Context: an optimization exercise on an open-source flow, tuned for small area. The choices shown serve that exercise and are no tape-out recipe. Only simulation tests tie the RTL to the original design; equivalence was not proved.

## guitar_cpu
module guitar_cpu (clock, reset, strum, buttons, intersections,
	imem_addr, imem_data, dmem_addr, dmem_wdata, dmem_we, dmem_rdata, score);
For scale: ~4400 cells after synthesis, about 1400 flip-flops, about 160 I/O pins, roughly 0.060 mm² of cells after synthesis.
==> flow/config.mk <==
export PLATFORM = sky130hd
export DESIGN_NAME = guitar_cpu
export DESIGN_NICKNAME = guitar_cpu
export VERILOG_FILES = /design/flow/design.v
export SDC_FILE = /design/flow/constraint.sdc
export NUM_CORES = 4
export LEC_CHECK = 0
export CAP_MARGIN = 20
export CORE_MARGIN = 2
export CORE_UTILIZATION = 75
export SLEW_MARGIN = 20
export SYNTH_HIERARCHICAL = 1
==> flow/constraint.sdc <==
create_clock -name core_clock -period 12.0 [get_ports {clock}]
set_input_delay 2.4000 -clock core_clock [delete_from_list [all_inputs] [get_ports {clock}]]
set_output_delay 2.4000 -clock core_clock [all_outputs]
set_load 0.01 [all_outputs]
standard.sh (not shown) runs the stock make flow with config.mk's settings and CLKGATE_MAP_FILE= SYNTH_SCRIPT=/design/flow/synth_recipe.tcl, a recipe that flattens the netlist after the stock synthesis.
==> flow/flow/run.sh <==
#!/bin/bash
# The standard layout (the standard.sh: standard synthesis, floorplan,
# power grid, placement, CTS, routing), with two arguments changed:
#  - CTS: clkbuf_4 buffers on clusters of at most 8 sinks (40 um), and no
#    dummy loads; this keeps flip-flop clock-pin slews near 115 ps;
#  - port buffers use the smallest buffer cell (every port still gets one).
set -euo pipefail
export CTS_ARGS="-sink_clustering_enable -repair_clock_nets -dont_use_dummy_load -buf_list {sky130_fd_sc_hd__clkbuf_4} -sink_clustering_size 8 -sink_clustering_max_diameter 40"
export BUFFER_PORTS_ARGS="-buffer_cell sky130_fd_sc_hd__buf_1"
bash standard.sh > standard_flow.log 2>&1
Rerun with:
Settings changed: CORE_UTILIZATION 75 to 85.
The changed run aborted during 5_1_grt on GRT-0232.
Area after synthesis stays the same.
Synthesized cell count is unchanged.
Rerun with:
Settings changed: CORE_UTILIZATION 85 to 65.
- The new run finished clean
- synthesized cell count stays the same
- synthesized area does not change

guitar_cpu, a different RTL version from the one above (not shown whole).
Size: about 1400 flip-flops.
==> flow/config.mk <==
export PLATFORM = sky130hd
export DESIGN_NAME = guitar_cpu
export DESIGN_NICKNAME = guitar_cpu
export VERILOG_FILES = /design/flow/design.v
export SDC_FILE = /design/flow/constraint.sdc
export NUM_CORES = 4
export LEC_CHECK = 0
export CAP_MARGIN = 20
export CORE_MARGIN = 2
export CORE_UTILIZATION = 65
export SLEW_MARGIN = 20
==> flow/constraint.sdc <==
create_clock -name core_clock -period 12.0 [get_ports {clock}]
set_input_delay 2.4000 -clock core_clock [delete_from_list [all_inputs] [get_ports {clock}]]
set_output_delay 2.4000 -clock core_clock [all_outputs]
set_load 0.01 [all_outputs]
Scripts as last shown in full above: flow/flow/run.sh
The first run completed without violations.
Rerun with:
Settings changed: CORE_UTILIZATION 65 to 55.
The changed run completed with no timing, DRC or antenna violations.
Final cell count climbs by a few percent.
Setup slack got worse by 0.14 ns.
Global-route usage came out lower by 5.0 points.
Cell area grows slightly.
Area after synthesis is unchanged.
Synthesized cell count is unchanged.
Clock-buffer cell count shrinks by 4.
Rerun with:
==> flow/flow/run.sh (replaced) <==
#!/bin/bash
# The standard layout (the standard.sh: standard synthesis, floorplan,
# power grid, placement, CTS, routing), with two arguments changed:
#  - CTS: clkbuf_8 buffers on clusters of at most 12 sinks (50 um), and no
#    dummy loads; this keeps flip-flop clock-pin slews near 100 ps;
#  - port buffers use the smallest buffer cell (every port still gets one).
set -euo pipefail
export CTS_ARGS="-sink_clustering_enable -repair_clock_nets -dont_use_dummy_load -buf_list {sky130_fd_sc_hd__clkbuf_8} -sink_clustering_size 12 -sink_clustering_max_diameter 50"
export BUFFER_PORTS_ARGS="-buffer_cell sky130_fd_sc_hd__buf_1"
bash standard.sh > standard_flow.log 2>&1
After rerunning: The changed run finished clean. Design area went up by 0.74%. Synthesized cell count is unchanged. Count of clock-buffer cells in the layout falls by 56. Wire length stays flat.
